This is an optimization exercise on Yosys and OpenROAD, whose aim is small area, a short achievable clock period and few clock cycles, not a production implementation. Only simulation tests tie the RTL to the original design; equivalence was not proved.

## v6
Design FFT16_RTL, start of the top module:
module FFT16_RTL (
    input             clk,
    input             reset,
    input             load_en,
    input      [31:0] serial_data_in,
    output reg [31:0] serial_data_out,
    output reg        data_out_valid,
    output reg        fft_done,
    output reg        fft_core_en
);
    reg [31:0] xr;
    reg        xv;                        
    reg [3:0]  idx;                       
    reg        g8, g12, xlast;            
    always @(posedge clk) begin
        xr    <= serial_data_in;
        g8    <= idx[3];
        g12   <= idx[3] & idx[2];
        xlast <= (idx == 4'd15);
        if (reset) begin
            xv  <= 1'b0;
            idx <= 4'd0;
        end else begin
            xv <= load_en;
            if (load_en) idx <= idx + 4'd1;
        end
    end
    reg [31:0] Alo0, Alo1, Alo2, Alo3;    
    reg [31:0] Ahi0, Ahi1, Ahi2, Ahi3;    
    reg [31:0] B0, B1, B2, B3;            
    reg [31:0] Bd0, Bd1, Bd2, Bd3;        
    reg [31:0] Bt;                        
    wire [15:0] xre = xr[31:16], xim = xr[15:0];
    wire [15:0] lre = Alo0[31:16], lim = Alo0[15:0];
    wire [15:0] hre = Ahi0[31:16], him = Ahi0[15:0];
    wire [15:0] s3r = xre + (g8 ? lre : 16'd0) + (g12 ? hre : 16'd0);
    wire [15:0] s3i = xim + (g8 ? lim : 16'd0) + (g12 ? him : 16'd0);
    wire [31:0] sum3 = {s3r, s3i};
    wire [31:0] lsel = xv ? Alo1 : Alo0;
    wire [31:0] d1 = {lsel[31:16] - serial_data_in[31:16], lsel[15:0] - serial_data_in[15:0]};
    wire [15:0] sa = hre ^ ~lre ^ ~xre;
    wire [15:0] ma = (hre & ~lre) | (hre & ~xre) | (~lre & ~xre);
    wire [15:0] sb = him ^ ~lim ^ ~xim;
    wire [15:0] mb = (him & ~lim) | (him & ~xim) | (~lim & ~xim);
    wire [31:0] d2a = {sa - ~{ma[14:0], 1'b1}, sb - ~{mb[14:0], 1'b1}};
    reg       run;
    reg [4:0] pc;
    always @(posedge clk) begin
        if (reset) begin
            run <= 1'b0;
            pc  <= 5'd0;
        end else if (xv & xlast) begin
            run <= 1'b1;
            pc  <= 5'd1;
        end else if (run) begin
            pc <= pc + 5'd1;
            if (pc == 5'd20) run <= 1'b0;
        end
    end
  ...
For scale: about 870 flip-flops, about 56000 sq um of cells after synthesis.
Settings: LEC_CHECK=0, CAP_MARGIN=10, CORE_MARGIN=2, CORE_UTILIZATION=55, CTS_BUF_LIST=sky130_fd_sc_hd__clkbuf_8, CTS_CLUSTER_DIAMETER=40, CTS_CLUSTER_SIZE=16, SETUP_SLACK_MARGIN=5, SLEW_MARGIN=10; clock period 10.0 ns.
standard.sh (not shown) runs the stock make flow with config.mk's settings and CLKGATE_MAP_FILE= SYNTH_SCRIPT=/design/flow/synth_recipe.tcl, a recipe that flattens the netlist after the stock synthesis.
==> flow/flow/run.sh <==
#!/bin/bash
set -euo pipefail
bash standard.sh SETUP_SLACK_MARGIN=6.1 finish > standard.log 2>&1
Testbench counts of v6, summed over its fixed seeds: cycles 18,440.
## Diff of input files: v7 against v6
Settings: a change of SLEW_MARGIN from 10 to 30; a change of CTS_CLUSTER_DIAMETER from 40 to 50; a change of CTS_CLUSTER_SIZE from 16 to 20; a change of CORE_UTILIZATION from 55 to 60; a change of CAP_MARGIN from 10 to 20.
### Flow results
v7 vs. v6: amount of wire on met2 after detailed routing went down by 1500 microns. Compared to v6, v7 has final estimated routing congestion in global placement 0.95% higher. v7 vs v6, sum of routed wire segments on met1 went down by 6100 microns. | cell area | v7 vs v6 | about 2% lower |.

* * *

Starting RTL as in the previous note.
==> flow/design.v (excerpt) <==
module FFT16_RTL (
    input             clk,
    input             reset,
    input             load_en,
    input      [31:0] serial_data_in,
    output reg [31:0] serial_data_out,
    output reg        data_out_valid,
    output reg        fft_done,
    output reg        fft_core_en
);
==> flow/config.mk <==
export PLATFORM = sky130hd
export DESIGN_NAME = FFT16_RTL
export DESIGN_NICKNAME = FFT16_RTL
export VERILOG_FILES = /design/flow/design.v
export SDC_FILE = /design/flow/constraint.sdc
export NUM_CORES = 8
export LEC_CHECK = 0
export CAP_MARGIN = 10
export CORE_MARGIN = 2
export CORE_UTILIZATION = 60
export CTS_BUF_LIST = sky130_fd_sc_hd__clkbuf_8
export CTS_CLUSTER_DIAMETER = 50
export CTS_CLUSTER_SIZE = 20
export GPL_ROUTABILITY_DRIVEN = 0
export SETUP_SLACK_MARGIN = 5
export SLEW_MARGIN = 10
==> flow/constraint.sdc <==
create_clock -name core_clock -period 10.0 [get_ports {clk}]
set_input_delay 2.0000 -clock core_clock [delete_from_list [all_inputs] [get_ports {clk}]]
set_output_delay 2.0000 -clock core_clock [all_outputs]
set_load 0.01 [all_outputs]
Scripts as last shown in full above: flow/flow/run.sh
Testbench counts at the start, summed over its fixed seeds: cycles 18,440.
==> next run, changes <==
==> flow/flow/run.sh (replaced) <==
#!/bin/bash
set -euo pipefail
bash standard.sh SETUP_SLACK_MARGIN=6.2 finish > standard.log 2>&1
--- a/flow/config.mk
+++ b/flow/config.mk
@@ -6,5 +6,5 @@
 export NUM_CORES = 8
 export LEC_CHECK = 0
-export CAP_MARGIN = 10
+export CAP_MARGIN = 20
 export CORE_MARGIN = 2
 export CORE_UTILIZATION = 60
@@ -12,5 +12,4 @@
 export CTS_CLUSTER_DIAMETER = 50
 export CTS_CLUSTER_SIZE = 20
-export GPL_ROUTABILITY_DRIVEN = 0
 export SETUP_SLACK_MARGIN = 5
-export SLEW_MARGIN = 10
+export SLEW_MARGIN = 30
The changed run passed the timing, DRC and antenna checks.
Final cell count climbs by 0.52%.
Non-clock buffer count rose by 42.
Sequential share of layout area falls by 0.53 points.
Critical path depth rose by 1.
==> next run, changes <==
==> flow/flow/run.sh (replaced) <==
#!/bin/bash
set -euo pipefail
bash standard.sh SETUP_SLACK_MARGIN=6.1 finish > standard.log 2>&1
--- a/flow/config.mk
+++ b/flow/config.mk
@@ -6,5 +6,5 @@
 export NUM_CORES = 8
 export LEC_CHECK = 0
-export CAP_MARGIN = 20
+export CAP_MARGIN = 10
 export CORE_MARGIN = 2
 export CORE_UTILIZATION = 60
@@ -13,3 +13,3 @@
 export CTS_CLUSTER_SIZE = 20
 export SETUP_SLACK_MARGIN = 5
-export SLEW_MARGIN = 30
+export SLEW_MARGIN = 10
=> Design area went down by 1.7%. Clock-buffer cell count went up by 1. Critical path depth went down by 1.

afterwards: timing with drivers on the ports:
The flow's constraints put no driver on any port. The routed layouts listed below were extracted and timed again, unchanged, in two steps. Step 1 assumes that a clkbuf_16 drives the clock port and a buf_2 every other input. Step 2, shift: input delay + t, output delay - t, t = (earliest + latest rising clock arrival at the registers) / 2. This alone moves slack from input paths to output paths. a / b / c = ideal / step 1 / step 2; a / b = the first two.
run | t, ns | slack for setup (ns) | slew at the worst register clock pin (ns) | worst data-port slew with drivers (ns) | cell pins on the clock port's net
v6 | 0.900 | 6.094 / 6.094 / 5.303 | 0.09 / 0.09 | 0.04 | 1
v7 | 0.838 | 6.131 / 6.138 / 5.340 | 0.11 / 0.11 | 0.04 | 1
the first run of note 2 | 0.830 | 6.126 / 6.141 / 5.335 | 0.11 / 0.11 | 0.03 | 1
the second run of note 2 | 0.829 | 6.176 / 6.176 / 5.400 | 0.11 / 0.11 | 0.04 | 1
the third run of note 2 | 0.838 | 6.125 / 6.148 / 5.331 | 0.11 / 0.11 | 0.04 | 1
After both steps every run listed still meets setup and hold. For the third run of note 2, which loses most, drivers alone change the setup slack by +0.023 ns; drivers and shift together by -0.794 ns.
